Source: an optimization exercise on an open RTL-to-GDS flow (aim: a short achievable clock period and few clock cycles). Production flows keep margins and buffers that such runs may drop. Where RTL was checked, it was by simulation tests only, not by an equivalence proof against the original. Function not checked in runs 1 and 5: the RTL went through the layout flow alone. Power is estimated from default activity; no workload was simulated.

===== flow/run.sh =====
#!/bin/bash
# Layout flow: the standard flow (standard.sh: ORFS with the standard
# synthesis), with two changes to how the layout is made; the constraints
# (constraint.sdc) are unchanged:
#  - timing repair aims at a larger setup slack margin, so that it works
#    towards the period the design can reach rather than the design's 13 ns;
#  - after global placement, flow/outbuf.tcl moves each output port's buffer
#    next to the register that feeds it (detailed placement legalizes it).
# Each tool's log is in orfs/logs/; make's own output is in flow_make.log.
set -euo pipefail
MARGIN=${MARGIN:-9}
sed -e "s|SETUP_SLACK_MARGIN=[-0-9.]*|SETUP_SLACK_MARGIN=$MARGIN POST_GLOBAL_PLACE_TCL=$PWD/flow/outbuf.tcl|" standard.sh > standard_margin.sh
grep -q "SETUP_SLACK_MARGIN=$MARGIN" standard_margin.sh
bash standard_margin.sh finish > flow_make.log 2>&1

===== flow/outbuf.tcl =====
# Move the buffer of each output port, and any inverter or buffer between
# it and the register that feeds it, next to that register, so that the
# buffer, not the register, drives the wire to the pin. Detailed placement
# legalizes the moved cells afterwards.
proc outbuf_driver {inst} {
  foreach it [$inst getITerms] {
    if {[$it isInputSignal] && [$it getNet] != "NULL"} {
      foreach jt [[$it getNet] getITerms] {
        if {[$jt isOutputSignal]} { return [$jt getInst] }
      }
    }
  }
  return ""
}
proc outbuf_is_single {inst} {
  set n 0
  foreach it [$inst getITerms] {
    if {[$it isInputSignal] && [$it getNet] != "NULL"} { incr n }
  }
  set m [[$inst getMaster] getName]
  return [expr {$n == 1 && [regexp {__(inv|buf|clkbuf|clkinv)_} $m]}]
}
set block [ord::get_db_block]
set moved 0
foreach bterm [$block getBTerms] {
  if {[$bterm getIoType] != "OUTPUT"} { continue }
  set net [$bterm getNet]
  if {$net == "NULL"} { continue }
  set buf ""
  foreach it [$net getITerms] {
    if {[$it isOutputSignal]} { set buf [$it getInst] }
  }
  if {$buf == ""} { continue }
  set chain [list $buf]
  set src [outbuf_driver $buf]
  while {$src != "" && [outbuf_is_single $src] && [llength $chain] < 4} {
    lappend chain $src
    set src [outbuf_driver $src]
  }
  if {$src == ""} { continue }
  set loc [$src getLocation]
  foreach c $chain {
    $c setLocation [lindex $loc 0] [lindex $loc 1]
    incr moved
  }
}
puts "outbuf: moved $moved cells next to the registers that drive the outputs"

===== standard.sh =====
#!/bin/bash
# synth_recipe.tcl (not shown) runs the flow's synth.tcl, then flattens the netlist and writes it again
# the make line also repeats each setting of config.mk as NAME=value (left out here)
make -C /OpenROAD-flow-scripts/flow DESIGN_CONFIG=/design/flow/config.mk WORK_HOME=/design/flow/orfs CLKGATE_MAP_FILE= SYNTH_SCRIPT=/design/flow/synth_recipe.tcl "${@:-finish}"

===== config.mk =====
export PLATFORM = sky130hd
export DESIGN_NAME = cpu_pipeline
export DESIGN_NICKNAME = cpu_pipeline
export VERILOG_FILES = /design/flow/design.v
export SDC_FILE = /design/flow/constraint.sdc
export NUM_CORES = 8
export LEC_CHECK = 0
export CAP_MARGIN = 40
export CORE_MARGIN = 2
export CORE_UTILIZATION = 40
export CTS_CLUSTER_DIAMETER = 100
export CTS_CLUSTER_SIZE = 20
export PLACE_DENSITY = 0.6
export SETUP_SLACK_MARGIN = 5
export SLEW_MARGIN = 40

===== constraint.sdc =====
create_clock -name core_clock -period 13.0 [get_ports {clk}]
set_input_delay 2.6000 -clock core_clock [delete_from_list [all_inputs] [get_ports {clk}]]
set_output_delay 2.6000 -clock core_clock [all_outputs]
set_load 0.01 [all_outputs]

===== design.v =====
module ALU (
    input  [31:0] A,
    input  [31:0] B,
    input  [3:0]  shh,           
    input  [7:0]  shl,           
    input  arith,                
    input  sub,                  
    input  op_slt, op_sltu,
    input  op_and, op_or, op_xor, op_nor, op_passb,
    input  op_sll, op_srl, op_sra,
    output [31:0] S
);
wire [31:0] Bx = B ^ {32{sub}};
wire [31:0] p0 = A ^ Bx;
wire [31:0] g0 = A & Bx;
wire [32*6-1:0] G, P;
assign G[31:0] = {g0[31:1], g0[0] | (p0[0] & sub)};
assign P[31:0] = p0;
genvar i, l;
generate
for (l = 0; l < 5; l = l + 1) begin : lv
    for (i = 0; i < 32; i = i + 1) begin : b
        if (i < (1 << l)) begin : pass
            assign G[32*(l+1)+i] = G[32*l+i];
            assign P[32*(l+1)+i] = P[32*l+i];
        end else begin : op
            assign G[32*(l+1)+i] = G[32*l+i] | (P[32*l+i] & G[32*l+i-(1<<l)]);
            assign P[32*(l+1)+i] = P[32*l+i] & P[32*l+i-(1<<l)];
        end
    end
end
endgenerate
wire [31:0] c = G[32*5 +: 32];               
wire        fill = op_sra & B[31];
wire [31:0] fillw = {32{fill}};
wire [38:0] r1 = ({39{shh[0]}} & {fillw[6:0], B})
               | ({39{shh[1]}} & {fillw[14:0], B[31:8]})
               | ({39{shh[2]}} & {fillw[22:0], B[31:16]})
               | ({39{shh[3]}} & {fillw[30:0], B[31:24]});
wire [31:0] l1 = ({32{shh[0]}} & B)
               | ({32{shh[1]}} & {B[23:0], 8'd0})
               | ({32{shh[2]}} & {B[15:0], 16'd0})
               | ({32{shh[3]}} & {B[7:0], 24'd0});
reg  [31:0] shr_r, shl_r;
integer j;
always @(*) begin
    shr_r = 32'd0;
    shl_r = 32'd0;
    for (j = 0; j < 8; j = j + 1) begin
        shr_r = shr_r | ({32{shl[j]}} & r1[j +: 32]);
        shl_r = shl_r | ({32{shl[j]}} & (l1 << j));
    end
end
wire [31:0] other = ({32{op_and}}   & (A & B))
                  | ({32{op_or}}    & (A | B))
                  | ({32{op_xor}}   & (A ^ B))
                  | ({32{op_nor}}   & ~(A | B))
                  | ({32{op_passb}} & B)
                  | ({32{op_sll}}   & shl_r)
                  | ({32{op_srl | op_sra}} & shr_r);
wire [31:1] s0 = ({31{arith}} &  p0[31:1]) | other[31:1];    
wire [31:1] s1 = ({31{arith}} & ~p0[31:1]) | other[31:1];    
assign S[31:1] = (s0 & ~c[30:0]) | (s1 & c[30:0]);
wire base0 = (arith & (p0[0] ^ sub)) | other[0];
wire t0 = base0 | (op_slt & (p0[31] | A[31]))  | (op_sltu & ~g0[31]);               
wire t1 = base0 | (op_slt & ~p0[31] & A[31])   | (op_sltu & ~g0[31] & ~p0[31]);    
assign S[0] = c[30] ? t1 : t0;
endmodule
module KSAdd #(parameter W = 30) (
    input  [W-1:0] a,
    input  [W-1:0] b,
    input          cin,
    output [W-1:0] s
);
wire [W-1:0] p0 = a ^ b;
wire [W-1:0] g0 = a & b;
localparam L = (W <= 1) ? 1 : (W <= 2) ? 1 : (W <= 4) ? 2 : (W <= 8) ? 3 : (W <= 16) ? 4 : (W <= 32) ? 5 : 6;
wire [W*(L+1)-1:0] G, P;
assign G[W-1:0] = {g0[W-1:1], g0[0] | (p0[0] & cin)};
assign P[W-1:0] = p0;
genvar i, l;
generate
for (l = 0; l < L; l = l + 1) begin : lv
    for (i = 0; i < W; i = i + 1) begin : b
        if (i < (1 << l)) begin : pass
            assign G[W*(l+1)+i] = G[W*l+i];
            assign P[W*(l+1)+i] = P[W*l+i];
        end else begin : op
            assign G[W*(l+1)+i] = G[W*l+i] | (P[W*l+i] & G[W*l+i-(1<<l)]);
            assign P[W*(l+1)+i] = P[W*l+i] & P[W*l+i-(1<<l)];
        end
    end
end
endgenerate
wire [W-1:0] c = G[W*L +: W];                
assign s = p0 ^ {c[W-2:0], cin};
endmodule
module ALUControl (
    input  [31:0] ir,
    output op_add, op_sub, op_slt, op_sltu,
    output op_and, op_or, op_xor, op_nor, op_passb,
    output op_sll, op_srl, op_sra
);
wire [5:0] op = ir[31:26];
wire [5:0] fn = ir[5:0];
wire is_r = (op == 6'h00);
assign op_add   = (is_r & (fn == 6'h20 | fn == 6'h21)) | op == 6'h08 | op == 6'h09 |
                  op == 6'h23 | op == 6'h2b;
assign op_sub   = is_r & (fn == 6'h22 | fn == 6'h23);
assign op_slt   = (is_r & fn == 6'h2a) | op == 6'h0a;
assign op_sltu  = (is_r & fn == 6'h2b) | op == 6'h0b;
assign op_and   = (is_r & fn == 6'h24) | op == 6'h0c;
assign op_or    = is_r & fn == 6'h25;
assign op_xor   = is_r & fn == 6'h26;
assign op_nor   = is_r & fn == 6'h27;
assign op_passb = op == 6'h0f | op == 6'h03 | (is_r & fn == 6'h09);
assign op_sll   = is_r & fn == 6'h00;
assign op_srl   = is_r & fn == 6'h02;
assign op_sra   = is_r & fn == 6'h03;
endmodule
module Control (
    input  [31:0] ir,
    output        uses_rs,       
    output        uses_rt,       
    output        b_rt,          
    output        b_sext,        
    output        b_zext,        
    output        b_lui,         
    output        b_pc4,         
    output        writes,        
    output [4:0]  dst,           
    output        is_lw,
    output        is_sw,
    output        is_beq,
    output        is_bne,
    output        is_blez,
    output        is_bgtz,
    output        is_bgez,
    output        is_br,         
    output        is_j,          
    output        is_jr,         
    output        is_jalr,       
    output        is_call,       
    output        is_ctl         
);
wire [5:0] op = ir[31:26];
wire [5:0] fn = ir[5:0];
wire [4:0] rt = ir[20:16];
wire [4:0] rd = ir[15:11];
wire is_r    = (op == 6'h00);
wire r_alu   = is_r & (fn == 6'h20 | fn == 6'h21 | fn == 6'h22 | fn == 6'h23 |
                       fn == 6'h24 | fn == 6'h25 | fn == 6'h26 | fn == 6'h27 |
                       fn == 6'h2a | fn == 6'h2b);
wire r_sh    = is_r & (fn == 6'h00 | fn == 6'h02 | fn == 6'h03);
assign is_jr   = is_r & (fn == 6'h08);
assign is_jalr = is_r & (fn == 6'h09);
wire i_sext  = (op == 6'h08) | (op == 6'h09) | (op == 6'h0a) | (op == 6'h0b);
wire i_andi  = (op == 6'h0c);
wire i_lui   = (op == 6'h0f);
assign is_lw   = (op == 6'h23);
assign is_sw   = (op == 6'h2b);
assign is_beq  = (op == 6'h04);
assign is_bne  = (op == 6'h05);
assign is_blez = (op == 6'h06);
assign is_bgtz = (op == 6'h07);
assign is_bgez = (op == 6'h01);
assign is_br   = is_beq | is_bne | is_blez | is_bgtz | is_bgez;
wire   is_jal  = (op == 6'h03);
assign is_j    = (op == 6'h02) | is_jal;
assign is_call = is_jal | is_jalr;
assign is_ctl  = is_br | is_j | is_jr | is_jalr;
assign uses_rs = r_alu | is_jr | is_jalr | i_sext | i_andi | is_lw | is_sw | is_br;
assign uses_rt = r_alu | r_sh | is_sw | is_beq | is_bne;
assign b_rt   = r_alu | r_sh | is_beq | is_bne;
assign b_sext = i_sext | is_lw | is_sw;
assign b_zext = i_andi;
assign b_lui  = i_lui;
assign b_pc4  = is_call;
assign writes = r_alu | r_sh | is_jalr | i_sext | i_andi | i_lui | is_lw | is_jal;
assign dst    = is_jal ? 5'd31 : (is_r ? rd : rt);
endmodule
module RegisterFile (
    input         clk,
    input         rst_n,
    input         we,
    input  [4:0]  wa,
    input  [31:0] wd,
    input  [31:0] ra1,           
    input  [31:0] ra2,           
    output [31:0] rd1,
    output [31:0] rd2
);
reg  [31:0] rf [1:31];
wire [31:0] q1 [0:31];
wire [31:0] q2 [0:31];
assign q1[0] = 32'd0;
assign q2[0] = 32'd0;
genvar i;
generate
for (i = 1; i < 32; i = i + 1) begin : g
    assign q1[i] = q1[i-1] | (rf[i] & {32{ra1[i]}});
    assign q2[i] = q2[i-1] | (rf[i] & {32{ra2[i]}});
    always @(posedge clk or negedge rst_n) begin
        if (~rst_n)
            rf[i] <= 32'd0;
        else if (we && wa == i)
            rf[i] <= wd;
    end
end
endgenerate
assign rd1 = q1[31];
assign rd2 = q2[31];
endmodule
module IF_BTB #(parameter N = 16, parameter TW = 12) (
    input clk,
    input rst_n,
    input  [TW-1:0] f_tag,
    output [N-1:0]  hit,         
    output          pt,          
    output          plx,         
    output [TW-1:0] ptgt,        
    input           upd,
    input           u_taken,
    input  [TW-1:0] u_tag,
    input  [TW-1:0] u_tgt,
    input           l_upd,       
    input  [N-1:0]  l_hit,       
    input           l_taken
);
reg  [N-1:0]  v;
reg  [N-1:0]  tv;                
reg  [TW-1:0] tag  [0:N-1];
reg  [TW-1:0] tgt  [0:N-1];
reg  [1:0]    ctr  [0:N-1];
reg  [3:0]    cnt  [0:N-1];      
reg  [3:0]    trip [0:N-1];
reg  [3:0]    rr;              
wire [N-1:0] hitnz, hitlx, um;
wire [TW-1:0] tsel [0:N];
assign tsel[0] = {TW{1'b0}};
wire alloc_any = upd & u_taken & ~(|um);
genvar i;
generate
for (i = 0; i < N; i = i + 1) begin : g
    wire [3:0] cnt1 = (cnt[i] == 4'd15) ? 4'd15 : cnt[i] + 4'd1;
    wire lx_now = tv[i] & (cnt[i] == trip[i]);
    wire lx_t   = tv[i] & (cnt1 == trip[i]);      
    wire lx_nt  = (cnt[i] == 4'd0);               
    wire pend   = l_upd & l_hit[i];
    wire lx     = pend ? (l_taken ? lx_t : lx_nt) : lx_now;
    assign hit[i]    = v[i] & (tag[i] == f_tag);
    assign hitnz[i]  = hit[i] & (|ctr[i]) & ~lx;
    assign hitlx[i]  = hit[i] & (|ctr[i]) & lx;
    assign um[i]     = v[i] & (tag[i] == u_tag);
    assign tsel[i+1] = tsel[i] | ({TW{hit[i]}} & tgt[i]);
    wire alloc = alloc_any & (rr == i);
    always @(posedge clk) begin
        if (alloc) begin
            tag[i]   <= u_tag;
            tgt[i]   <= u_tgt;
            ctr[i]   <= 2'd2;
        end else if (upd & um[i]) begin
            if (u_taken) begin
                tgt[i]   <= u_tgt;
                if (ctr[i] != 2'd3) ctr[i] <= ctr[i] + 2'd1;
            end else begin
                if (ctr[i] != 2'd0) ctr[i] <= ctr[i] - 2'd1;
            end
        end
    end
    always @(posedge clk) begin
        if (alloc) begin
            cnt[i] <= 4'd1;
        end else if (l_upd & l_hit[i]) begin
            if (l_taken) begin
                cnt[i] <= cnt1;
            end else begin
                trip[i] <= cnt[i];
                cnt[i]  <= 4'd0;
            end
        end
    end
    always @(posedge clk or negedge rst_n) begin
        if (~rst_n) begin
            tv[i] <= 1'b0;
        end else if (alloc) begin
            tv[i] <= 1'b0;
        end else if (l_upd & l_hit[i] & ~l_taken) begin
            tv[i] <= 1'b1;
        end
    end
end
endgenerate
assign pt   = |hitnz;
assign plx  = |hitlx;
assign ptgt = tsel[N];
always @(posedge clk or negedge rst_n) begin
    if (~rst_n) begin
        v  <= {N{1'b0}};
        rr <= 0;
    end else if (alloc_any) begin
        v[rr] <= 1'b1;
        rr    <= rr + 1'b1;
    end
end
endmodule
module IDForward (
    input  [4:0] r,
    input        e_rw,
    input  [4:0] e_dst,
    output       sel_em
);
assign sel_em = e_rw & (e_dst == r);
endmodule
module BranchCond (
    input  [31:0] m,             
    input  [31:0] ra,            
    input  [31:0] rb,            
    input  [31:0] pnpc,          
    input  a_m,                  
    input  b_m,                  
    input  is_beq, is_bne, is_blez, is_bgtz, is_bgez,
    output taken,
    output jr_ne                 
);
wire eq_mr = (m == rb);
wire eq_rm = (ra == m);
wire eq_rr = (ra == rb);
wire eq = a_m ? (b_m | eq_mr) : (b_m ? eq_rm : eq_rr);
wire zero = a_m ? (m == 32'd0) : (ra == 32'd0);
wire neg  = a_m ? m[31] : ra[31];
assign jr_ne = a_m ? (m != pnpc) : (ra != pnpc);
assign taken = (is_beq  & eq)
             | (is_bne  & ~eq)
             | (is_blez & (neg | zero))
             | (is_bgtz & ~neg & ~zero)
             | (is_bgez & ~neg);
endmodule
module MEM (
    input         is_lw,
    input  [31:0] alu_res,
    input  [31:0] rdata,
    output [31:0] res
);
assign res = is_lw ? rdata : alu_res;
endmodule
module cpu_pipeline (
    input clk,           
    input rst_n,         
    output [31:0] imem_addr,     
    input  [31:0] imem_rdata,    
    output [31:0] dmem_addr,     
    output [31:0] dmem_wdata,    
    output        dmem_we,       
    input  [31:0] dmem_rdata     
);
reg  [31:0] pc;
reg         d_valid;
reg  [31:0] d_ir, d_pc4, d_pnpc;
reg  [11:0] d_tag;
reg  [15:0] d_hit;
reg  [31:0] d_rs_oh, d_rt_oh;    
reg         d_pt, d_lx;
reg         d_stall;             
reg         d_redb, d_rednc;     
reg  [31:0] e_a, e_b, e_sd, e_pc4, e_bt, e_pnpc;
reg  [4:0]  e_dst;
reg  [3:0]  e_shh;               
reg  [7:0]  e_shl;               
reg  [11:0] e_tag;
reg  [15:0] e_hit;
reg         e_rw, e_lw, e_sw, e_br, e_jr, e_jalr;
reg         e_kill;              
reg         e_beq, e_bne, e_blez, e_bgtz, e_bgez;
reg         e_pt, e_ptok;
reg         e_a_m, e_a_r, e_b_m, e_b_r, e_s_m, e_s_r;
reg         e_ac_m, e_bc_m;      
reg         e_add, e_sub, e_slt, e_sltu, e_and, e_or, e_xor, e_nor, e_passb;
reg         e_sll, e_srl, e_sra;
reg  [31:0] m_res, m_sd;
reg         m_we, m_rw, m_lw;
reg  [4:0]  m_dst;
reg  [31:0] w_res;
reg         w_rw;
reg  [4:0]  w_dst;
reg  [31:0] pci, ma;
reg  [31:0] ra;
reg         u_upd, u_taken;
reg         l_upd, l_taken;
reg  [15:0] l_hit;
reg  [11:0] u_tag, u_tgt;
wire        taken, jr_ne;
wire        e_rwv   = e_rw   & ~e_kill;
wire        e_lwv   = e_lw   & ~e_kill;
wire        e_swv   = e_sw   & ~e_kill;
wire        e_brv   = e_br   & ~e_kill;
wire        e_jrxv  = (e_jr | e_jalr) & ~e_kill;
wire        e_jalrv = e_jalr & ~e_kill;
wire [31:0] pcx = pci;
wire [31:0] f_pc4 = {pcx[31], pcx[30:0] + 31'd4};
wire        f_pt, f_plx;
wire [15:0] f_hit;
wire [11:0] f_ptgt;
IF_BTB #(.N(16), .TW(12)) BTB (
    .clk    (clk),
    .rst_n  (rst_n),
    .f_tag  (pcx[13:2]),
    .hit    (f_hit),
    .pt     (f_pt),
    .plx    (f_plx),
    .ptgt   (f_ptgt),
    .upd    (u_upd),
    .u_taken(u_taken),
    .u_tag  (u_tag),
    .u_tgt  (u_tgt),
    .l_upd  (l_upd),
    .l_hit  (l_hit),
    .l_taken(l_taken)
);
wire        d_call;
wire [31:0] ras   = (d_valid & d_call) ? d_pc4 : ra;
wire        f_j   = (imem_rdata[31:27] == 5'b00001);
wire        f_jr  = (imem_rdata[31:26] == 6'h00) & ~imem_rdata[5] & imem_rdata[3] & ~imem_rdata[0];
wire [31:0] f_jt  = {f_pc4[31:28], imem_rdata[25:0], 2'b00};
wire        f_sel_j  = f_j;
wire        f_sel_jr = ~f_j & f_jr;
wire        f_sel_bt = ~f_j & ~f_jr & f_pt;
wire        f_sel_p4 = ~f_j & ~f_jr & ~f_pt;
wire [31:0] f_btgt   = {pcx[31:14], f_ptgt, 2'b00};
wire [31:0] f_npc = ({32{f_sel_j}}  & f_jt)   | ({32{f_sel_jr}} & ras) |
                    ({32{f_sel_bt}} & f_btgt) | ({32{f_sel_p4}} & f_pc4);
wire        f_ptk = f_j | f_jr | f_pt;
assign imem_addr = {~pc[31], pc[30:0]};
wire f_uses_rs, f_uses_rt, f_br, f_ctl;
Control C0 (
    .ir     (imem_rdata),
    .uses_rs(f_uses_rs),
    .uses_rt(f_uses_rt),
    .b_rt   (), .b_sext (), .b_zext (), .b_lui  (), .b_pc4  (), .writes (), .dst    (),
    .is_lw  (), .is_sw  (), .is_beq (), .is_bne (), .is_blez(), .is_bgtz(), .is_bgez(),
    .is_br  (f_br),
    .is_j   (), .is_jr  (), .is_jalr(), .is_call(),
    .is_ctl (f_ctl)
);
wire [31:0] f_rs_oh = 32'd1 << imem_rdata[25:21];
wire [31:0] f_rt_oh = 32'd1 << imem_rdata[20:16];
wire [4:0]  d_rs  = d_ir[25:21];
wire [4:0]  d_rt  = d_ir[20:16];
wire [15:0] d_imm = d_ir[15:0];
wire d_uses_rs, d_uses_rt, d_b_rt, d_b_sext, d_b_zext, d_b_lui, d_b_pc4, d_writes;
wire [4:0] d_dst;
wire d_lw, d_sw, d_beq, d_bne, d_blez, d_bgtz, d_bgez, d_br, d_j, d_jr, d_jalr, d_ctl;
Control C1 (
    .ir     (d_ir),
    .uses_rs(d_uses_rs),
    .uses_rt(d_uses_rt),
    .b_rt   (d_b_rt),
    .b_sext (d_b_sext),
    .b_zext (d_b_zext),
    .b_lui  (d_b_lui),
    .b_pc4  (d_b_pc4),
    .writes (d_writes),
    .dst    (d_dst),
    .is_lw  (d_lw),
    .is_sw  (d_sw),
    .is_beq (d_beq),
    .is_bne (d_bne),
    .is_blez(d_blez),
    .is_bgtz(d_bgtz),
    .is_bgez(d_bgez),
    .is_br  (d_br),
    .is_j   (d_j),
    .is_jr  (d_jr),
    .is_jalr(d_jalr),
    .is_call(d_call),
    .is_ctl (d_ctl)
);
wire d_add, d_sub, d_slt, d_sltu, d_and, d_or, d_xor, d_nor, d_passb, d_sll, d_srl, d_sra;
ALUControl AC1 (
    .ir      (d_ir),
    .op_add  (d_add),
    .op_sub  (d_sub),
    .op_slt  (d_slt),
    .op_sltu (d_sltu),
    .op_and  (d_and),
    .op_or   (d_or),
    .op_xor  (d_xor),
    .op_nor  (d_nor),
    .op_passb(d_passb),
    .op_sll  (d_sll),
    .op_srl  (d_srl),
    .op_sra  (d_sra)
);
wire [31:0] rf_rs, rf_rt;
RegisterFile RF (
    .clk  (clk),
    .rst_n(rst_n),
    .we   (w_rw),
    .wa   (w_dst),
    .wd   (w_res),
    .ra1  (d_rs_oh),
    .ra2  (d_rt_oh),
    .rd1  (rf_rs),
    .rd2  (rf_rt)
);
wire [31:0] m_out;
wire d_rs_m = m_rw && m_dst == d_rs;
wire d_rt_m = m_rw && m_dst == d_rt;
wire d_rs_w = w_rw && w_dst == d_rs;
wire d_rt_w = w_rw && w_dst == d_rt;
wire [31:0] d_rsv = d_rs_m ? m_out : d_rs_w ? w_res : rf_rs;
wire [31:0] d_rtv = d_rt_m ? m_out : d_rt_w ? w_res : rf_rt;
wire d_rw = d_writes & (d_dst != 5'd0);
wire stall = d_valid & d_stall;
wire [17:2] d_btl;
wire        d_btc;
KSAdd #(.W(17)) BTA (
    .a  ({1'b0, d_pc4[17:2]}),
    .b  ({1'b0, d_imm}),
    .cin(1'b0),
    .s  ({d_btc, d_btl})
);
wire [31:18] d_hi_p1 = d_pc4[31:18] + 14'd1;
wire [31:18] d_hi_m1 = d_pc4[31:18] - 14'd1;
wire [31:18] d_bth = d_imm[15] ? (d_btc ? d_pc4[31:18] : d_hi_m1) :
                                 (d_btc ? d_hi_p1 : d_pc4[31:18]);
wire [31:0] d_bt = {d_bth, d_btl, d_pc4[1:0]};
wire [31:0] d_off = {{14{d_imm[15]}}, d_imm, 2'b00};
wire red_b  = d_redb;                             
wire d_red  = d_valid & (d_redb | d_rednc);       
wire [31:0] d_rtgt = red_b ? d_bt : d_pc4;
wire a_em, b_em;
IDForward FA (.r(d_rs), .e_rw(e_rwv), .e_dst(e_dst), .sel_em(a_em));
IDForward FB (.r(d_rt), .e_rw(e_rwv), .e_dst(e_dst), .sel_em(b_em));
wire [31:0] d_bval = d_b_rt   ? d_rtv :
                     d_b_sext ? {{16{d_imm[15]}}, d_imm} :
                     d_b_zext ? {16'd0, d_imm} :
                     d_b_lui  ? {d_imm, 16'd0} :
                                d_pc4;
wire [31:0] A  = ({32{e_a_m}} & m_res) | ({32{e_a_r}} & e_a);
wire [31:0] B  = ({32{e_b_m}} & m_res) | ({32{e_b_r}} & e_b);
wire [31:0] SD = ({32{e_s_m}} & m_res) | ({32{e_s_r}} & e_sd);
wire [31:0] e_res;
ALU A1 (
    .A(A), .B(B), .shh(e_shh), .shl(e_shl),
    .arith(e_add), .sub(e_sub), .op_slt(e_slt), .op_sltu(e_sltu),
    .op_and(e_and), .op_or(e_or), .op_xor(e_xor), .op_nor(e_nor), .op_passb(e_passb),
    .op_sll(e_sll), .op_srl(e_srl), .op_sra(e_sra),
    .S(e_res)
);
BranchCond BC (
    .m(m_res), .ra(e_a), .rb(e_b), .pnpc(e_pnpc),
    .a_m(e_ac_m), .b_m(e_bc_m),
    .is_beq(e_beq), .is_bne(e_bne), .is_blez(e_blez), .is_bgtz(e_bgtz), .is_bgez(e_bgez),
    .taken(taken), .jr_ne(jr_ne)
);
wire mis_br  = e_brv & (taken ? ~e_ptok : e_pt);   
wire mis_jr  = e_jrxv & jr_ne;                      
wire e_mis   = mis_br | mis_jr;    
MEM MEM1 (.is_lw(m_lw), .alu_res(m_res), .rdata(dmem_rdata), .res(m_out));
assign dmem_addr  = ma;
assign dmem_wdata = m_sd;
assign dmem_we    = m_we;
wire d_go = d_valid & ~stall;             
wire        e_sel_a  = mis_jr;
wire        e_sel_bt = e_brv & taken & ~e_ptok;
wire        e_sel_p4 = e_brv & ~taken & e_pt;
wire        e_keep   = ~(e_sel_a | e_sel_bt | e_sel_p4);
wire        d_sel_f  = ~stall & ~d_red;
wire [31:0] pc_next = ({32{e_sel_a}}  & A) | ({32{e_sel_bt}} & e_bt) | ({32{e_sel_p4}} & e_pc4) |
                      ({32{e_keep & stall}}             & pcx)    |
                      ({32{e_keep & ~stall & d_red}}    & d_rtgt) |
                      ({32{e_keep & d_sel_f & f_sel_j}}  & f_jt)   |
                      ({32{e_keep & d_sel_f & f_sel_jr}} & ras)    |
                      ({32{e_keep & d_sel_f & f_sel_bt}} & f_btgt) |
                      ({32{e_keep & d_sel_f & f_sel_p4}} & f_pc4);
wire [31:0] pc_next_i = ({32{e_sel_a}}  & A) | ({32{e_sel_bt}} & e_bt) | ({32{e_sel_p4}} & e_pc4) |
                        ({32{e_keep}} & (d_red ? d_rtgt : f_npc));
always @(posedge clk or negedge rst_n) begin
    if (~rst_n) begin
        pc      <= 32'h0000_0000;
        pci     <= 32'h8000_0000;
        d_valid <= 1'b0;
    end else begin
        pc      <= {~pc_next[31], pc_next[30:0]};
        if (~stall)
            pci <= pc_next_i;
        d_valid <= ~e_mis & (stall | ~d_red);
    end
end
always @(posedge clk or negedge rst_n) begin
    if (~rst_n) begin
        d_stall <= 1'b0;
    end else begin
        d_stall <= d_go & d_lw & d_rw &
                   ((f_uses_rs & (imem_rdata[25:21] == d_dst)) |
                    (f_uses_rt & (imem_rdata[20:16] == d_dst)));
    end
end
always @(posedge clk) begin
    if (~stall) begin
        d_redb  <= f_br & ~f_ptk & ~f_plx & imem_rdata[15];
        d_rednc <= f_ptk & ~f_ctl;
        d_ir   <= imem_rdata;
        d_rs_oh <= f_rs_oh;
        d_rt_oh <= f_rt_oh;
        d_tag  <= pcx[13:2];
        d_pc4  <= f_pc4;
        d_pnpc <= f_npc;
        d_pt   <= f_ptk;
        d_lx   <= f_plx;
        d_hit  <= f_hit;
    end
end
always @(posedge clk or negedge rst_n) begin
    if (~rst_n) begin
        ra <= 32'd0;
    end else if (d_valid & d_call) begin
        ra <= d_pc4;
    end
end
always @(posedge clk or negedge rst_n) begin
    if (~rst_n) begin
        e_rw <= 1'b0; e_lw <= 1'b0; e_sw <= 1'b0;
        e_br <= 1'b0; e_jr <= 1'b0; e_jalr <= 1'b0;
        e_kill <= 1'b0;
    end else begin
        e_rw    <= d_go & d_rw;
        e_lw    <= d_go & d_lw & d_rw;
        e_sw    <= d_go & d_sw;
        e_br    <= d_go & d_br;
        e_jr    <= d_go & d_jr;
        e_jalr  <= d_go & d_jalr;
        e_kill  <= e_mis;
    end
end
always @(posedge clk) begin
    e_a    <= d_rsv;
    e_b    <= d_bval;
    e_sd   <= d_rtv;
    e_shh  <= 4'd1 << d_ir[10:9];
    e_shl  <= 8'd1 << d_ir[8:6];
    e_dst  <= d_dst;
    e_pc4  <= d_pc4;
    e_bt   <= d_bt;
    e_pnpc <= d_pnpc;       
    e_pt   <= d_pt | red_b;
    e_ptok <= red_b | (d_pt & ((d_pc4 ^ d_off ^ d_pnpc) ==
                               {((d_pc4[30:0] & d_off[30:0]) | ((d_pc4[30:0] | d_off[30:0]) & ~d_pnpc[30:0])), 1'b0}));
    e_tag  <= d_tag;
    e_hit  <= d_hit;
    e_beq  <= d_beq; e_bne <= d_bne; e_blez <= d_blez; e_bgtz <= d_bgtz; e_bgez <= d_bgez;
    e_a_m  <= a_em;
    e_ac_m <= a_em & (d_br | d_jr | d_jalr);
    e_bc_m <= b_em & d_br;
    e_a_r  <= ~a_em;
    e_b_m  <= b_em & d_b_rt;
    e_b_r  <= ~(b_em & d_b_rt);
    e_s_m  <= b_em;
    e_s_r  <= ~b_em;
    e_add <= d_add | d_sub; e_sub <= d_sub | d_slt | d_sltu; e_slt <= d_slt; e_sltu <= d_sltu;
    e_and <= d_and; e_or <= d_or; e_xor <= d_xor; e_nor <= d_nor; e_passb <= d_passb;
    e_sll <= d_sll; e_srl <= d_srl; e_sra <= d_sra;
end
always @(posedge clk or negedge rst_n) begin
    if (~rst_n) begin
        u_upd <= 1'b0;
        l_upd <= 1'b0;
    end else begin
        u_upd <= e_brv | e_jalrv;
        l_upd <= e_brv;
    end
end
always @(posedge clk) begin
    u_taken <= ~e_br | taken;
    l_taken <= taken;
    l_hit   <= e_hit;
    u_tgt   <= e_jalr ? A[13:2] : e_bt[13:2];
    u_tag   <= e_tag;
end
always @(posedge clk or negedge rst_n) begin
    if (~rst_n) begin
        m_we <= 1'b0;
        m_rw <= 1'b0;
    end else begin
        m_we <= e_swv;
        m_rw <= e_rwv;
    end
end
always @(posedge clk or negedge rst_n) begin
    if (~rst_n) begin
        ma <= 32'd0;
    end else begin
        ma <= e_res;
    end
end
always @(posedge clk) begin
    m_res <= e_res;
    m_sd  <= SD;
    m_lw  <= e_lwv;
    m_dst <= e_dst;
end
always @(posedge clk or negedge rst_n) begin
    if (~rst_n) begin
        w_rw <= 1'b0;
    end else begin
        w_rw <= m_rw;
    end
end
always @(posedge clk) begin
    w_res <= m_out;
    w_dst <= m_dst;
end
endmodule

==> results of run 1 <==
[registers in the layout (all words and copies together), names as in the netlist, 64 cells and up]
| name | cells |
|---|---|
| BTB.cnt | 64 |
| BTB.tgt | 192 |
| RF.rf | 992 |
| BTB.trip | 64 |
| BTB.tag | 192 |
[layout by cell type, fill, tap and decap left out, drive strengths merged, types with 23 or more instances in the layout]
cell,n
clkdlybuf4s50,53
o211ai,92
dfrtp,1169
a211o,37
o22ai,27
o2111ai,26
a222oi,113
xor2,207
inv,288
ha,171
or2,26
a31oi,118
and3,56
a21o,84
nand2b,55
clkbuf,239
and2,42
edfxtp,637
a211oi,23
xnor2,566
mux2,1024
nand3b,43
nor3,168
a22o,433
nor2b,23
a21oi,232
mux2i,172
o21a,45
nor4,71
nand4,306
a221oi,343
fa,30
a22oi,576
nand3,292
buf,472
nand2,508
o21ai,226
dfxtp,507
nor2,400
[logic make-up (layout without fill, tap and decap cells)]
kind of cell,count (synthesis),count (layout),synth area share (%)
other,0,22,0
flip-flops,2314,2314,50.5
AO/OA/AOI/OAI,2556,2556,16.8
adder cells (fa/ha/maj),202,202,2.37
XOR/XNOR,773,773,5.84
buffers and inverters,1175,1078,4.08
AND/OR/NAND/NOR,2077,2078,8.95
multiplexers,1196,1196,11.4
[worst reg2reg max path, stage by stage, from the launching register on]
cell	delay, ns
dfxtp_1	0.74
mux2i_1	0.27
xnor2_1	0.18
nor4_1	0.42
nand2_1	0.10
nor3_1	0.31
a211oi_4	0.10
buf_4	0.32
a211oi_2	0.26
buf_4	0.32
nand2_4	0.22
buf_4	0.28
o21ai_1	0.30
o22a_1	0.20
[worst max-delay path by stage]
stage | startpoint | endpoint | cells after the start
global route | d_pc4[5] | pci[31] | 12
CTS | u_tag[7] | BTB.tgt[9][6] | 10
finish | m_res[29] | pci[14] | 13
detailed placement | imem_rdata[29] | pc[24] | 9
floorplan | imem_rdata[28] | pci[21] | 9
global placement | imem_rdata[27] | d_redb | 7
[where the power goes]
group          internal [uW]  switching [uW]
Clock                   2180            2660
Sequential              8200             755
Combinational           1430            2430
Total                  11800            5840
[through the flow]
step | std cells | worst slack (ns) | instance area [um2]
2_1_floorplan | 10300 | 8.61 | 116000
3_3_place_gp | 13600 | 6.39 | 121000
3_5_place_dp | 13600 | 6.88 | 122000
4_1_cts | 13900 | 8.89 | 127000
5_1_grt | 14000 | 8.92 | 128000
6_report | 14000 | 8.93 | 128000
[per-layer routing]
| metal | part of all wire (%) | vias up |
|---|---|---|
| met3 | 14 | 1877 |
| met1 | 37 | 48700 |
| met4 | 7.6 | 44 |
| met2 | 41 | 7709 |
| li1 | - | 38400 |
| met5 | 0.070 | - |
[what timing repair did]
action                                  4_1_cts  5_1_grt
endpoints found under the setup margin      649      274
buffers inserted                             42       33
hold endpoints to repair                      0        0
cloned                                        5        2
pin swaps                                    28       20
gates resized for setup                     629      120
[layout make-up]
type	instances	area, um2
tap	3781	4730
inverter	290	1120
fill	26400	160000
timing repair buffer	542	5090
clock buffer	232	4060
sequential	2314	58700
clock inverter	13	150
timing repair inverter	1	5.00
antenna	22	55.1
multi-input combinational	6805	53900
==> out/qor.yml, run 1 <==
path_delay_family: "simple AND/OR/NAND/NOR gates"
yosys.area.top_type_share_pct: 25.2
maxCapViolCount: 0
synth.area.top_cells: "dfrtp_1 25%, edfxtp_1 17%, mux2_2 9.9%"
whs_ns: 0.298
yosysMostFrequentCell: "dfrtp_1"
drive_above_1_share_pct: 19.8
synth_flop_cell: "dfrtp_1"
overflow: 0
die_w_um: 542
min_to: "l_hit[9]"
synth-edff-count: 637
synth.distinct_cells: 92
vdd_drop_max_mv: 0.117
fmaxAchievable_mhz: 246
die_y_um: 542
criticalPathCategory: "reg2reg"
reg2reg_depth: 13
async_flop_share_pct: 50.6
nNetsFinal: 10400
rows: 197
ys_seq_elements: 2314
hpwl_um: 313000
grt_pass1_wl_um: 707000
setup_viol: 0
cp.required_ns: 13.81
dieArea_mm2: 0.294
synthTopCellsByCount: "1169 x dfrtp_1, 1022 x mux2_2, 667 x clkbuf_1"
drt-pass1-iter-count: 16
skew_ns: 0.108
grt.total_usage_pct: 33.5
postCtsHoldBufs: 0
hold_depth: 0
ys_warn_count: 10
max_stage_delay_ns: 0.74
finalWirelength_um: 514000
cts_tree: "done"
io_pins: 163
synthesis.nets: 10600
endpoint_kind: "flop"
crit_arrival_ns: 4.87
regToRegSetupSlack_ns: 8.93
hold_class: "reg2reg"
outcome: "no timing/DRC/antenna violations"
drc: 0
start_kind: "flop"
drt-initial-drc-count: 15400
yosysTopAreaCell: "dfrtp_1"
cp_max_fo: 34
start_util_pct: 40.2
path_buf_inv: 3
tightest_slew_ns: 1.03
setup_tns_ns: 0
root_buffer: "clkbuf_16"
grtUsageMet1_pct: 43.3
ys_seq_area_share_pct: 50.5
layout_min_cycle_time_ns: 4.07
finalCritPeriodShare_pct: 31.3
hold_viol_final: 0
clockBufferDepth: 4
gr-usage-met3_pct: 11.8
grt_pass1_vias: 91300
total_power_uw: 17600
wl_per_cell_um: 36.7
busiest_layer: "met2"
place.port_buffers: 162
path_common_cell: "buf_4"
regToRegStartpoint: "m_res[29]"
antenna_found_initial: 41
core_area_mm2: 0.288
relSlewSlack_pct: 30.8
ant_nets: 0
vias: 96800
path_clk_slew_ns: 0.09
cts_buffers: 145
netlist_area_mm2: 0.116
post-route-util_pct: 44.4
syn_area_per_cell_um2: 11.3
clk_latency_ns: 0.90
slew_violations: 0
syn_inst: 10300
crit_chain: "mux2i_1 -> xnor2_1 -> nor4_1 -> nand2_1 -> nor3_1 -> a211oi_4 -> buf_4 -> a211oi_2 -> buf_4 -> nand2_4 -> buf_4 -> o21ai_1 -> o22a_1"
grt_max_degree: 102
cts.sinks: 2314
critPathSlowestCell: "dfxtp_1"
cellLeakagePower_uw: 0.0526
power_density_mw_per_mm2: 138
hold_path.startpoint: "e_hit[9]"
via_per_inst: 6.91
met2_usage_pct: 47.7
r2r_end: "pci[14]"
area_delta_synth_final_pct: 10.3
rsz0062_at_grt: "true"
cts_max_level: 4
==> run 2: changes to the inputs <==
--- a/design.v
+++ b/design.v
@@ -380,2 +380,3 @@
 reg  [31:0] m_res, m_sd;
+reg  [31:0] m_cmpn;              
 reg         m_we, m_rw, m_lw;
@@ -551,3 +552,3 @@
 BranchCond BC (
-    .m(m_res), .ra(e_a), .rb(e_b), .pnpc(e_pnpc),
+    .m(~m_cmpn), .ra(e_a), .rb(e_b), .pnpc(e_pnpc),
     .a_m(e_ac_m), .b_m(e_bc_m),
@@ -558,3 +559,3 @@
 wire mis_jr  = e_jrxv & jr_ne;                      
-wire e_mis   = mis_br | mis_jr;    
+wire e_mis   = mis_br | mis_jr;
 MEM MEM1 (.is_lw(m_lw), .alu_res(m_res), .rdata(dmem_rdata), .res(m_out));
@@ -564,16 +565,8 @@
 wire d_go = d_valid & ~stall;             
-wire        e_sel_a  = mis_jr;
-wire        e_sel_bt = e_brv & taken & ~e_ptok;
-wire        e_sel_p4 = e_brv & ~taken & e_pt;
-wire        e_keep   = ~(e_sel_a | e_sel_bt | e_sel_p4);
-wire        d_sel_f  = ~stall & ~d_red;
-wire [31:0] pc_next = ({32{e_sel_a}}  & A) | ({32{e_sel_bt}} & e_bt) | ({32{e_sel_p4}} & e_pc4) |
-                      ({32{e_keep & stall}}             & pcx)    |
-                      ({32{e_keep & ~stall & d_red}}    & d_rtgt) |
-                      ({32{e_keep & d_sel_f & f_sel_j}}  & f_jt)   |
-                      ({32{e_keep & d_sel_f & f_sel_jr}} & ras)    |
-                      ({32{e_keep & d_sel_f & f_sel_bt}} & f_btgt) |
-                      ({32{e_keep & d_sel_f & f_sel_p4}} & f_pc4);
-wire [31:0] pc_next_i = ({32{e_sel_a}}  & A) | ({32{e_sel_bt}} & e_bt) | ({32{e_sel_p4}} & e_pc4) |
-                        ({32{e_keep}} & (d_red ? d_rtgt : f_npc));
+wire [31:0] e_tgt   = e_jrxv ? A : (taken ? e_bt : e_pc4);
+wire [31:0] pc_rest = ({32{stall}}           & pcx)    |
+                      ({32{~stall & d_red}}  & d_rtgt) |
+                      ({32{~stall & ~d_red}} & f_npc);
+wire [31:0] pc_next = e_mis ? e_tgt : pc_rest;
+wire [31:0] pc_next_i = ({32{e_mis}} & e_tgt) | ({32{~e_mis}} & (d_red ? d_rtgt : f_npc));
 always @(posedge clk or negedge rst_n) begin
@@ -697,3 +690,4 @@
 always @(posedge clk) begin
-    m_res <= e_res;
+    m_res  <= e_res;
+    m_cmpn <= ~e_res;
     m_sd  <= SD;
--- a/flow/run.sh
+++ b/flow/run.sh
@@ -10,3 +10,3 @@
 set -euo pipefail
-MARGIN=${MARGIN:-9}
+MARGIN=${MARGIN:-9.2}
 sed -e "s|SETUP_SLACK_MARGIN=[-0-9.]*|SETUP_SLACK_MARGIN=$MARGIN POST_GLOBAL_PLACE_TCL=$PWD/flow/outbuf.tcl|" standard.sh > standard_margin.sh
==> run 2 against run 1 <==
Maximum frequency shrank 0.48%. Final area increased by 2.6%. Clock-buffer cell count shrank 8. Cell count is 3.2% higher. Register-to-register slack improved by 0.06 ns. First-iteration DRC count rose by 9.2%. Via count is 2.5% higher. Wire length rose by 1.7%. Clock skew up 0.010 ns. Critical path type is now in2reg.
==> out/qor.yml, run 2 <==
overflow: 0
skew_ns: 0.118
synthTopCellsByCount: "1169 x dfrtp_1, 1023 x mux2_2, 677 x clkbuf_1"
die_w_um: 545
grt.total_usage_pct: 33.6
wl_per_cell_um: 36.2
endpoint_kind: "flop"
hold_viol_final: 0
criticalPathCategory: "in2reg"
outcome: "no timing/DRC/antenna violations"
total_power_uw: 19700
layout_commonest_cell: "dfrtp_1"
largest_reg_flops: 992
hpwl_um: 322000
path_common_cell: "buf_12"
setup.worst_path.start: "imem_rdata[29]"
nNetsFinal: 10700
reg2reg_depth: 15
synthesis.nets: 10800
fmaxAchievable_mhz: 245
ff_latch_area_mm2: 0.0593
root_buffer: "clkbuf_16"
synth_flop_cell: "dfrtp_1"
die_y_um: 545
clockBufferDepth: 4
p_switching_uw: 7100
synth.area.top_cells: "dfrtp_1 25%, edfxtp_1 16%, mux2_2 9.8%"
area_delta_synth_final_pct: 11.9
grt_pass1_vias: 94700
ys_warn_count: 10
grt_pass1_wl_um: 723000
hold_class: "reg2reg"
tightest_slew_ns: 1.04
fillCellCount: 26700
clockPowerShare_pct: 24.3
io_pins: 163
crit_arrival_ns: 4.88
layout_min_cycle_time_ns: 4.09
async_flop_share_pct: 49.9
syn_area_per_cell_um2: 11.1
setup_viol: 0
netlist_area_mm2: 0.117
cp_max_fo: 6
rows: 198
ys_seq_elements: 2346
p_int_uw: 12600
cts_tree: "done"
finalCritPeriodShare_pct: 31.4
power_density_mw_per_mm2: 150
drive_above_1_share_pct: 21.1
maxCapViolCount: 0
ys_seq_area_share_pct: 50.5
cp.required_ns: 13.79
grt_max_degree: 146
yosysTopAreaCell: "dfrtp_1"
cts_max_level: 4
start_kind: "input pin"
max_stage_delay_ns: 0.40
seq_power_share_pct: 48.2
path_clk_slew_ns: 0.09
relSlewSlack_pct: 30.4
critPathSlowestCell: "nor4_4"
layout_common_cells: "1168 x dfrtp_1, 1021 x mux2_2, 637 x edfxtp_1"
vdd_drop_max_mv: 0.116
yosys.area.top_type_share_pct: 25.0
synth.distinct_cells: 97
regToRegSetupSlack_ns: 8.99
rsz0062_at_grt: "true"
regToRegStartpoint: "e_bc_m"
drt-pass1-iter-count: 15
slew_violations: 0
synth-edff-count: 637
clk_latency_ns: 0.90
crit_chain: "buf_12 -> nor4_4 -> nand2_2 -> nor2_4 -> buf_12 -> nor2_4 -> clkbuf_16 -> buf_4 -> buf_12 -> a32o_1 -> a21oi_2 -> and2_1 -> a2bb2oi_1 -> a221o_1"
cellLeakagePower_uw: 0.0543
syn_inst: 10500
cts_buffers: 145
switching_share_pct: 36.1
multi_input_area_mm2: 0.0550
place.port_buffers: 162
drt-initial-drc-count: 16800
core_area_mm2: 0.291
finalWirelength_um: 523000
start_util_pct: 40.3
cts.sinks: 2346
largest_registers: "RF.rf (992), BTB.tag (192), BTB.tgt (192)"
drc: 0
vias: 99200
setup_tns_ns: 0
yosysMostFrequentCell: "dfrtp_1"
via_per_inst: 6.87
crit_end: "pci[24]"
top_register: "RF.rf"
p_comb_share_pct: 27.5
dieArea_mm2: 0.297
r2r_end: "pci[24]"
ant_nets: 0
antenna_found_initial: 42
==> run 2: cell count changes in the layout (fill, tap and decap cells not counted), moves of 42 or more <==
cell,previous run,this run
a22o_1,427,361
buf_4,254,337
mux2i_1,168,111
nand2_1,488,572
buf_2,66,24
a21o_1,84,39
xor2_1,207,163
a22oi_1,573,630
==> run 2: kinds of logic after synthesis <==
| kind of cell | Yosys count | share of synthesized area, % |
|---|---|---|
| AO/OA/AOI/OAI | 2661 | 17.1 |
| XOR/XNOR | 755 | 5.64 |
| adder cells (fa/ha/maj) | 201 | 2.34 |
| buffers and inverters | 1198 | 4.12 |
| flip-flops | 2346 | 50.5 |
| multiplexers | 1138 | 10.8 |
| AND/OR/NAND/NOR | 2217 | 9.50 |
==> run 2: worst min-delay path by stage <==
stage	to	start	depth (start not counted)
2_1_floorplan	l_hit[0]	e_hit[0]	0
3_3_place_gp	u_tag[7]	e_tag[7]	0
3_5_place_dp	u_tag[0]	e_tag[0]	0
4_1_cts	u_tag[3]	e_tag[3]	0
5_1_grt	u_tag[3]	e_tag[3]	0
6_report	u_tag[3]	e_tag[3]	0
==> run 2: worst max-delay path, delay by kind of cell <==
family                 cells  cell delay, ns
and+or+nand+nor            5            0.87
buffers and inverters      5            0.67
AOI/OAI and AO/OA          4            0.75
==> run 2: per-stage QoR <==
stage / util [%] / std cells / instance area, um2 / worst slack, ns / hold WS, ns
final: 45.0 / 14400 / 131000 / 8.91 / 0.240
after global placement: 42.3 / 14000 / 123000 / 7.35 / 0.311
after CTS: 44.4 / 14300 / 129000 / 8.93 / 0.251
after floorplan: - / 10500 / 117000 / 8.65 / 0.310
after detailed placement: 42.5 / 14000 / 124000 / 7.22 / 0.312
after global routing: 45.0 / 14400 / 131000 / 8.79 / 0.264
==> run 2: final cells by class <==
class,count,share of cell area [%]
multi-input combinational,6973,42.0
sequential,2346,45.3
tap,3900,3.72
antenna,23,0.0439
inverter,322,0.955
timing repair inverter,2,0.0134
clock inverter,9,0.0869
clock buffer,224,3.03
timing repair buffer,646,4.93
==> run 2: what timing repair did <==
action,CTS,global route
buffers inserted,61,82
endpoints found under the hold margin,0,0
gates cloned,9,5
setup endpoints to repair,829,545
hold buffers,0,0
gates resized for setup,748,229
pin swaps,37,88
==> run 2: per-layer routing <==
layer  wire length (um)  share of wire, %  GRT usage [%]
met1             194000                37           43.5
met2             213000                41           47.4
met3              74900                14           12.1
met4              40200               7.7           20.8
met5                395             0.076          0.481
==> run 2: power groups by stage <==
stage                     Combinational (uW)  Sequential, uW  Clock (uW)
after detailed placement                4770            9600           0
after CTS                               5030            9430        4770
after global routing                    5640            9520        5030
final                                   5410            9480        4780
after global placement                  4610            9650           0
after floorplan                         3290            8980           0
Testbench counts of run 2, summed over its fixed seeds: cycles 254,461.
==> run 3: changes to the inputs <==
--- a/flow/run.sh
+++ b/flow/run.sh
@@ -10,3 +10,3 @@
 set -euo pipefail
-MARGIN=${MARGIN:-9.2}
+MARGIN=${MARGIN:-9}
 sed -e "s|SETUP_SLACK_MARGIN=[-0-9.]*|SETUP_SLACK_MARGIN=$MARGIN POST_GLOBAL_PLACE_TCL=$PWD/flow/outbuf.tcl|" standard.sh > standard_margin.sh
==> run 3 against run 2 <==
Sequential share of layout area rose by 0.66 points. Synthesized cell count did not move. Non-clock buffer count fell by 89. Critical path depth fell by 12. Combinational power fell by 3%. Wire length fell by 0.77%. Global-route usage fell by 0.15 points. Worst setup slack improved by 0.038 ns. Clock power barely moved.
==> out/qor.yml, run 3 <==
vdd_drop_max_mv: 0.113
start_util_pct: 40.3
area_delta_synth_final_pct: 10.2
die_w_um: 545
yosys.area.top_type_share_pct: 25.0
dp_slack_ns: 7.19
finalWirelength_um: 519000
ys_seq_elements: 2346
postCtsHoldBufs: 0
total_power_uw: 19400
ys_warn_count: 10
synth_flop_cell: "dfrtp_1"
layout_commonest_cell: "dfrtp_1"
cts_buffers: 144
slew_violations: 0
ant_nets: 0
die_y_um: 545
fmaxAchievable_mhz: 247
hpwl_um: 323000
largest_registers: "RF.rf (992), BTB.tag (192), BTB.tgt (192)"
path_clk_slew_ns: 0.10
p_int_uw: 12500
crit_chain: "inv_2 -> buf_6"
core_area_mm2: 0.291
criticalPathCategory: "reg2out"
setup_tns_ns: 0
power_density_mw_per_mm2: 150
rsz0062_at_grt: "true"
nNetsFinal: 10600
dieArea_mm2: 0.297
synthesis.nets: 10800
cp.required_ns: 10.40
placed_cell_area_mm2: 0.123
via_per_inst: 6.86
antenna_found_initial: 31
p_switching_uw: 6910
cp_max_fo: 1
syn_area_per_cell_um2: 11.1
cts_max_level: 4
endpoint_kind: "primary output"
drive_above_1_share_pct: 19.3
cts_tree: "done"
tightest_slew_ns: 1.11
drt-pass1-iter-count: 13
p_comb_share_pct: 27.0
yosysMostFrequentCell: "dfrtp_1"
cellLeakagePower_uw: 0.0535
vias: 98500
wl_per_cell_um: 36.1
synth.area.top_cells: "dfrtp_1 25%, edfxtp_1 16%, mux2_2 9.8%"
setup_viol: 0
syn_inst: 10500
cts.sinks: 2346
clockPowerShare_pct: 24.6
regToRegStartpoint: "w_dst[2]"
setup.worst_path.start: "pc[31]"
grt.total_usage_pct: 33.4
maxCapViolCount: 0
layout_common_cells: "1166 x dfrtp_1, 1022 x mux2_2, 637 x edfxtp_1"
netlist_area_mm2: 0.117
clockBufferDepth: 4
hold_class: "reg2reg"
critPathSlowestCell: "dfrtp_1"
grt_max_degree: 130
synthTopCellsByCount: "1169 x dfrtp_1, 1023 x mux2_2, 677 x clkbuf_1"
relSlewSlack_pct: 26.2
skew_ns: 0.0857
top_register: "RF.rf"
post-route-util_pct: 44.4
drc: 0
start_kind: "flop"
drt-initial-drc-count: 16400
synth.distinct_cells: 97
seq_power_share_pct: 48.4
layout_min_cycle_time_ns: 4.05
clk_latency_ns: 0.87
max_stage_delay_ns: 0.40
hold_path.startpoint: "d_tag[3]"
outcome: "no timing/DRC/antenna violations"
finalCritPeriodShare_pct: 31.1
root_buffer: "clkbuf_16"
switching_share_pct: 35.6
async_flop_share_pct: 49.9
fin_area_mm2: 0.129
grt_pass1_vias: 94200
io_pins: 163
largest_reg_flops: 992
hold_viol_final: 0
place.port_buffers: 162
yosysTopAreaCell: "dfrtp_1"
rows: 198
synth-edff-count: 637
grt_pass1_wl_um: 720000
overflow: 0
ys_seq_area_share_pct: 50.5
layout_setup_ws_ns: 8.95
crit_arrival_ns: 1.45
## run 3: per-stage QoR
step	instances	hold WS, ns
after floorplan	10500	0.310
after CTS	14300	0.275
after global routing	14300	0.294
final	14400	0.260
after global placement	14000	0.310
after detailed placement	14000	0.312
## run 3: power by group through the flow
stage          Sequential (uW)  Clock [uW]  Combinational, uW
2_1_floorplan             8980           0               3280
3_3_place_gp              9550           0               4680
3_5_place_dp              9500           0               4850
4_1_cts                   9330        4790               4990
5_1_grt                   9440        5060               5500
6_report                  9390        4780               5250
## run 3: path summary, 6_finish.rpt
kind	slack [ns]	cells past startpoint	endpoint
min	0.26	0	e_tag[3]
max	8.95	2	imem_addr[31]
max in group asynchronous	9.21	4	l_upd
max reg2reg	8.98	6	e_a[18]
min in group asynchronous	1.70	1	RF.rf[11][15]
min reg2reg	0.26	0	e_tag[3]
## run 3: area by class of cell
| cell class | count | area (um2) |
|---|---|---|
| repair inverters | 1 | 8.76 |
| inverters | 322 | 1260 |
| clock inverters | 4 | 63.8 |
| fillers | 26800 | 162000 |
| clock buffers | 228 | 4070 |
| multi-input cells | 6974 | 54300 |
| diodes | 27 | 67.6 |
| repair buffers | 557 | 5130 |
| flip-flops and latches | 2346 | 59300 |
| well taps | 3900 | 4880 |
## run 3: metal layers
layer  up-vias  routed length, um  track usage [%]
met5         -                222            0.272
met4        23              40600             20.5
met3      2101              75100             12.5
met2      7988             210000             47.2
met1     49100             193000             43.2
li1      39200                  -                -
## run 3: what timing repair did
item,CTS,global route
gates cloned,5,3
pin swaps,17,30
endpoints found under the setup margin,648,368
setup buffers,30,32
resized for setup,615,97
## run 3: critical path: cells and delay by family, from the launching register on
kind | cells | cell delay [ns]
buffers and inverters | 2 | 0.20
DFF | 1 | 0.40
## run 3: logic make-up (layout without fill, tap and decap cells)
family,Yosys count,after routing,synth area share (%)
AOI/OAI and AO/OA,2661,2661,17.1
other,0,27,0
buffers and inverters,1198,1112,4.12
and+or+nand+nor,2217,2219,9.50
adders and majority gates,201,201,2.34
xor gates and xnor gates,755,755,5.64
muxes,1138,1138,10.8
DFF,2346,2346,50.5
==> run 4: changes to the inputs <==
--- a/config.mk
+++ b/config.mk
@@ -12,2 +12,3 @@
 export CTS_CLUSTER_SIZE = 20
+export GPL_ROUTABILITY_DRIVEN = 0
 export PLACE_DENSITY = 0.6
==> run 4 against run 3 <==
Critical path type unchanged. Critical endpoint is now imem_addr[8]. Utilization is essentially flat. Clock-buffer cell count down 8. Final area barely moved.
==> out/qor.yml, run 4 <==
layout_commonest_cell: "dfrtp_1"
cp.required_ns: 10.40
cellLeakagePower_uw: 0.0535
nNetsFinal: 10600
crit_end: "imem_addr[8]"
cts_tree: "done"
setup_viol: 0
finalCritPeriodShare_pct: 31.0
cts_buffers: 145
grt_max_degree: 134
grt_pass1_wl_um: 711000
dieArea_mm2: 0.297
core_area_mm2: 0.291
cts_max_level: 4
setup.worst_path.start: "pc[8]"
drt-pass1-iter-count: 14
vdd_drop_max_mv: 0.125
hold_viol_final: 0
drive_above_1_share_pct: 19.2
met2_usage_pct: 46.0
ys_seq_elements: 2346
synth_flop_cell: "dfrtp_1"
hold_class: "reg2reg"
largest_reg_flops: 992
max_stage_delay_ns: 0.41
regToRegSetupSlack_ns: 9.01
via_per_inst: 6.89
ys_warn_count: 10
maxCapViolCount: 0
grt.total_usage_pct: 32.9
yosys.area.top_type_share_pct: 25.0
die_y_um: 545
clockPowerShare_pct: 24.5
ant_nets: 0
syn_inst: 10500
synth.distinct_cells: 97
start_util_pct: 40.3
p_switching_uw: 6920
root_buffer: "clkbuf_16"
yosysTopAreaCell: "dfrtp_1"
synth.area.top_cells: "dfrtp_1 25%, edfxtp_1 16%, mux2_2 9.8%"
rows: 198
postCtsHoldBufs: 0
grt_pass1_vias: 93800
skew_ns: 0.0821
setup_tns_ns: 0
reg2reg_depth: 13
p_comb_share_pct: 27.2
antenna_found_initial: 34
netlist_area_mm2: 0.117
r2r_end: "pci[30]"
switching_share_pct: 35.7
yosysMostFrequentCell: "dfrtp_1"
relSlewSlack_pct: 27.9
crit_chain: "buf_6"
path_clk_slew_ns: 0.09
cp_max_fo: 1
overflow: 0
p_int_uw: 12500
outcome: "no timing/DRC/antenna violations"
io_pins: 163
layout_min_cycle_time_ns: 4.03
area_delta_synth_final_pct: 10.1
gr-usage-met3_pct: 13.6
fmaxAchievable_mhz: 248
endpoint_kind: "primary output"
fin_area_mm2: 0.129
crit_arrival_ns: 1.43
total_power_uw: 19400
vias: 98900
place.port_buffers: 162
wl_per_cell_um: 35.7
path_buf_inv: 1
power_density_mw_per_mm2: 150
synthTopCellsByCount: "1169 x dfrtp_1, 1023 x mux2_2, 677 x clkbuf_1"
clockBufferDepth: 4
drc: 0
slew_violations: 0
finalWirelength_um: 512000
start_kind: "flop"
largest_registers: "RF.rf (992), BTB.tag (192), BTB.tgt (192)"
hold_depth: 0
critPathSlowestCell: "dfrtp_1"
regToRegStartpoint: "d_ir[3]"
async_flop_share_pct: 49.9
cts.sinks: 2346
clk_latency_ns: 0.88
criticalPathCategory: "reg2out"
busiest_layer: "met2"
placed_cell_area_mm2: 0.123
synthesis.nets: 10800
synth-edff-count: 637
die_w_um: 545
rsz0062_at_grt: "true"
tightest_slew_ns: 1.08
syn_area_per_cell_um2: 11.1
fillCellCount: 26800
cp.depth: 1
seq_power_share_pct: 48.4
drt-initial-drc-count: 17300
ys_seq_area_share_pct: 50.5
path_delay_family: "flip-flops"
hpwl_um: 316000
top_register: "RF.rf"
grtUsageMet1_pct: 42.0
layout_common_cells: "1167 x dfrtp_1, 1022 x mux2_2, 637 x edfxtp_1"
run 4: cell counts after synthesis:
No cell type changed its count.
run 4: power groups by stage:
stage | Combinational (uW) | Clock, uW | Sequential, uW
5_1_grt | 5510 | 5010 | 9400
2_1_floorplan | 3280 | 0 | 8980
3_5_place_dp | 4850 | 0 | 9460
6_report | 5270 | 4740 | 9370
3_3_place_gp | 4650 | 0 | 9520
4_1_cts | 4970 | 4750 | 9300
run 4: area by class of cell:
class,count,area [um2],share of cell area [%]
antenna,24,60.1,0.0465
clock buffer,220,3960,3.07
clock inverter,9,87.6,0.0679
inverter,322,1250,0.972
multi-input combinational,6973,54300,42.1
sequential,2346,59300,45.9
tap,3900,4880,3.78
timing repair buffer,563,5220,4.04
timing repair inverter,1,8.76,0.00679
run 4: layer usage:
metal  share of wire, %  up-vias
li1                   -    39200
met1                 37    49100
met2                 40     8347
met3                 15     2186
met4                7.8       32
met5              0.080        -
run 4: kinds of logic (layout without fill, tap and decap cells):
| logic type | Yosys count | count (layout) | share of synthesized area (%) |
|---|---|---|---|
| compound gates | 2661 | 2661 | 17.1 |
| xor+xnor | 755 | 755 | 5.64 |
| fa+ha+maj | 201 | 201 | 2.34 |
| buf+inv | 1198 | 1115 | 4.12 |
| flops | 2346 | 2346 | 50.5 |
| mux | 1138 | 1138 | 10.8 |
| other cells | 0 | 24 | 0 |
| simple gates | 2217 | 2218 | 9.50 |
run 4: how the worst min path moves through the flow:
stage	start	to	slack, ns
floorplan	e_hit[0]	l_hit[0]	0.31
global placement	e_tag[4]	u_tag[4]	0.31
detailed placement	e_tag[9]	u_tag[9]	0.31
CTS	e_tag[9]	u_tag[9]	0.33
global route	e_tag[8]	u_tag[8]	0.33
finish	e_hit[3]	l_hit[3]	0.33
run 4: through the flow:
stage	worst slack (ns)	util (%)	instances	hold slack (ns)
finish	8.97	44.3	14400	0.327
global route	8.95	44.3	14300	0.332
CTS	8.96	44.0	14300	0.330
detailed placement	7.06	42.4	14000	0.312
global placement	6.54	42.2	14000	0.311
floorplan	8.65	-	10500	0.310
run 4: timing repair:
item / CTS / global route
pin swaps: 15 / 33
cloned: 5 / 1
gates resized for setup: 616 / 93
setup endpoints to repair: 506 / 291
setup buffers: 36 / 38
==> run 5: changes to the inputs <==
--- a/design.v
+++ b/design.v
@@ -421,2 +421,3 @@
 wire        d_call;
+reg         d_rs_m, d_rs_w, d_rt_m, d_rt_w;
 wire [31:0] ras   = (d_valid & d_call) ? d_pc4 : ra;
@@ -507,6 +508,2 @@
 wire [31:0] m_out;
-wire d_rs_m = m_rw && m_dst == d_rs;
-wire d_rt_m = m_rw && m_dst == d_rt;
-wire d_rs_w = w_rw && w_dst == d_rs;
-wire d_rt_w = w_rw && w_dst == d_rt;
 wire [31:0] d_rsv = d_rs_m ? m_out : d_rs_w ? w_res : rf_rs;
@@ -583,2 +580,10 @@
 end
+wire [4:0] n_rs = stall ? d_rs : imem_rdata[25:21];
+wire [4:0] n_rt = stall ? d_rt : imem_rdata[20:16];
+always @(posedge clk) begin
+    d_rs_m <= e_rwv & (e_dst == n_rs);
+    d_rt_m <= e_rwv & (e_dst == n_rt);
+    d_rs_w <= m_rw  & (m_dst == n_rs);
+    d_rt_w <= m_rw  & (m_dst == n_rt);
+end
 always @(posedge clk or negedge rst_n) begin
--- a/config.mk
+++ b/config.mk
@@ -12,3 +12,2 @@
 export CTS_CLUSTER_SIZE = 20
-export GPL_ROUTABILITY_DRIVEN = 0
 export PLACE_DENSITY = 0.6
==> run 5 against run 4 <==
Clock-buffer cell count up 7. Utilization up 0.32 points. Area after synthesis about the same. Sequential power up 2%. Cell count down 0.24%. Flip-flop and latch count up 4. Die area about the same. Critical path type unchanged. Critical endpoint is now imem_addr[31].
==> out/qor.yml, run 5 <==
max_stage_delay_ns: 0.39
start_util_pct: 40.2
drt-initial-drc-count: 16400
clk_latency_ns: 0.90
grt.total_usage_pct: 33.6
synthesis.nets: 10700
criticalPathCategory: "reg2out"
yosysTopAreaCell: "dfrtp_1"
outcome: "no timing/DRC/antenna violations"
crit_chain: "inv_1 -> buf_6"
rows: 198
drive_above_1_share_pct: 20.9
largest_reg_flops: 992
fillCellCount: 26800
skew_ns: 0.115
via_per_inst: 6.80
clockBufferDepth: 4
place.port_buffers: 162
die_w_um: 545
grt_pass1_wl_um: 713000
synth-edff-count: 637
hpwl_um: 321000
cts_buffers: 142
yosys.area.top_type_share_pct: 25.0
r2r_end: "ma[7]"
cellLeakagePower_uw: 0.0531
maxCapViolCount: 0
slew_violations: 0
synth_top_family_by_area: "compound AO/OA/AOI/OAI gates"
cts_tree: "done"
area_delta_synth_final_pct: 11.0
cts.sinks: 2350
synth_xor_xnor_area_share_pct: 5.76
min_to: "e_hit[7]"
hold_viol_final: 0
grt_pass1_vias: 92000
largest_registers: "RF.rf (992), BTB.tag (192), BTB.tgt (192)"
synth-simple-area-share_pct: 8.92
nNetsFinal: 10600
drc: 0
endpoint_kind: "primary output"
postCtsHoldBufs: 0
path_delay_family: "flip-flops"
reg2reg_depth: 11
dieArea_mm2: 0.297
ant_nets: 0
layout_commonest_cell: "dfrtp_1"
ys_seq_elements: 2350
io_pins: 163
ys_seq_area_share_pct: 50.6
regToRegSetupSlack_ns: 8.96
rsz0062_at_grt: "true"
cp.required_ns: 10.40
grt_max_degree: 160
ys_warn_count: 10
vdd_drop_max_mv: 0.245
top_register: "RF.rf"
wl_per_cell_um: 36.2
antenna_found_initial: 40
synth.distinct_cells: 107
yosysMostFrequentCell: "dfrtp_1"
layout_setup_ws_ns: 8.94
layout_min_cycle_time_ns: 4.06
crit_arrival_ns: 1.46
finalWirelength_um: 518000
hold_class: "reg2reg"
dp_slack_ns: 7.10
setup_viol: 0
cts_max_level: 4
path_clk_slew_ns: 0.09
syn_inst: 10400
run 5: cell types whose count changed in the layout (fill, tap and decap cells not counted), sizes merged, moves of 62 or more:
cell | previous run | this run
a221oi | 324 | 399
mux2 | 1023 | 1085
o32ai | 10 | 72
o211ai | 107 | 30
a22oi | 643 | 565
a222oi | 101 | 35
a22o | 382 | 468
run 5: cell families (layout without fill, tap and decap cells):
group | after synthesis | in the layout
other | 0 | 27
and+or+nand+nor | 2075 | 2077
muxes | 1182 | 1182
buffers and inverters | 1170 | 1160
DFF | 2350 | 2350
AOI/OAI and AO/OA | 2656 | 2656
xor gates and xnor gates | 770 | 770
adders and majority gates | 201 | 201
run 5: where the power goes:
group | internal (uW) | switching [uW]
combinational | 2120 | 3570
sequential | 8510 | 1020
clock | 2130 | 2670
total | 12800 | 7260
run 5: stage by stage:
| step | std cells | cell area (um2) | total power, uW | utilization, % |
|---|---|---|---|---|
| 6_report | 14300 | 130000 | 20000 | 44.6 |
| 5_1_grt | 14300 | 130000 | 20600 | 44.6 |
| 4_1_cts | 14200 | 129000 | 19600 | 44.1 |
| 3_5_place_dp | 13900 | 123000 | 14800 | 42.4 |
| 3_3_place_gp | 13900 | 123000 | 14700 | 42.2 |
| 2_1_floorplan | 10400 | 117000 | 12500 | - |
run 5: how the worst max path moves through the flow:
stage | start | to | slack [ns] | cells past startpoint
after detailed placement | imem_rdata[28] | pc[26] | 7.10 | 11
after global routing | e_a_r | m_cmpn[25] | 8.89 | 16
after global placement | imem_rdata[28] | pc[20] | 7.15 | 11
after CTS | pc[31] | imem_addr[31] | 8.91 | 2
final | pc[31] | imem_addr[31] | 8.94 | 2
after floorplan | imem_rdata[28] | pc[25] | 8.72 | 9
run 5: repair_timing:
| item | in CTS | in global routing |
|---|---|---|
| hold endpoints to repair | 0 | 0 |
| cloned | 7 | 7 |
| pin swaps | 27 | 48 |
| setup buffers | 54 | 68 |
| setup endpoints to repair | 674 | 648 |
| resized for setup | 639 | 164 |
run 5: area by class of cell:
class                           instances  area [um2]  area share, %
Antenna cell                           27        67.6         0.0520
Clock buffer                          227        3930           3.03
Clock inverter                         17         188          0.144
Inverter                              287        1120          0.864
Multi-Input combinational cell       6886       54500           41.9
Sequential cell                      2350       59400           45.7
Tap cell                             3900        4880           3.75
Timing Repair Buffer                  629        5920           4.56
run 5: routing by layer:
metal / share of wire [%] / wire length (um) / vias to the layer above / global-route usage [%]
li1: - / - / 38900 / -
met1: 38 / 197000 / 48900 / 43.4
met2: 40 / 209000 / 7538 / 47.1
met3: 13 / 67700 / 1967 / 11.7
met4: 8.5 / 43800 / 36 / 22.6
met5: 0.18 / 926 / - / 1.49

==> static timing again, ports no longer ideal <==
The results above use ideal ports. As a check the final layouts listed here were re-extracted and re-timed, cells and wires unchanged. Step 1 sets driving cells, clkbuf_16 on the clock port and buf_2 on the other inputs (assumed; they add their load-dependent delay and slew). Step 2 times the ports against the registers' clock, not the clock port: input delays grow and output delays shrink by t, the midpoint of the rising clock arrivals with the driver on. a / b / c = ideal ports / drivers / drivers and shift; a / b = the first two.
| run | t (ns) | slack for setup (ns) |
|---|---|---|
| run 1 | 0.942 | 8.932 / 8.870 / 8.181 |
| run 2 | 0.940 | 8.913 / 8.822 / 8.022 |
| run 3 | 0.931 | 8.951 / 8.857 / 8.104 |
| run 4 | 0.942 | 8.971 / 8.872 / 8.128 |
| run 5 | 0.938 | 8.935 / 8.836 / 8.173 |
After both steps every run listed still meets setup and hold.
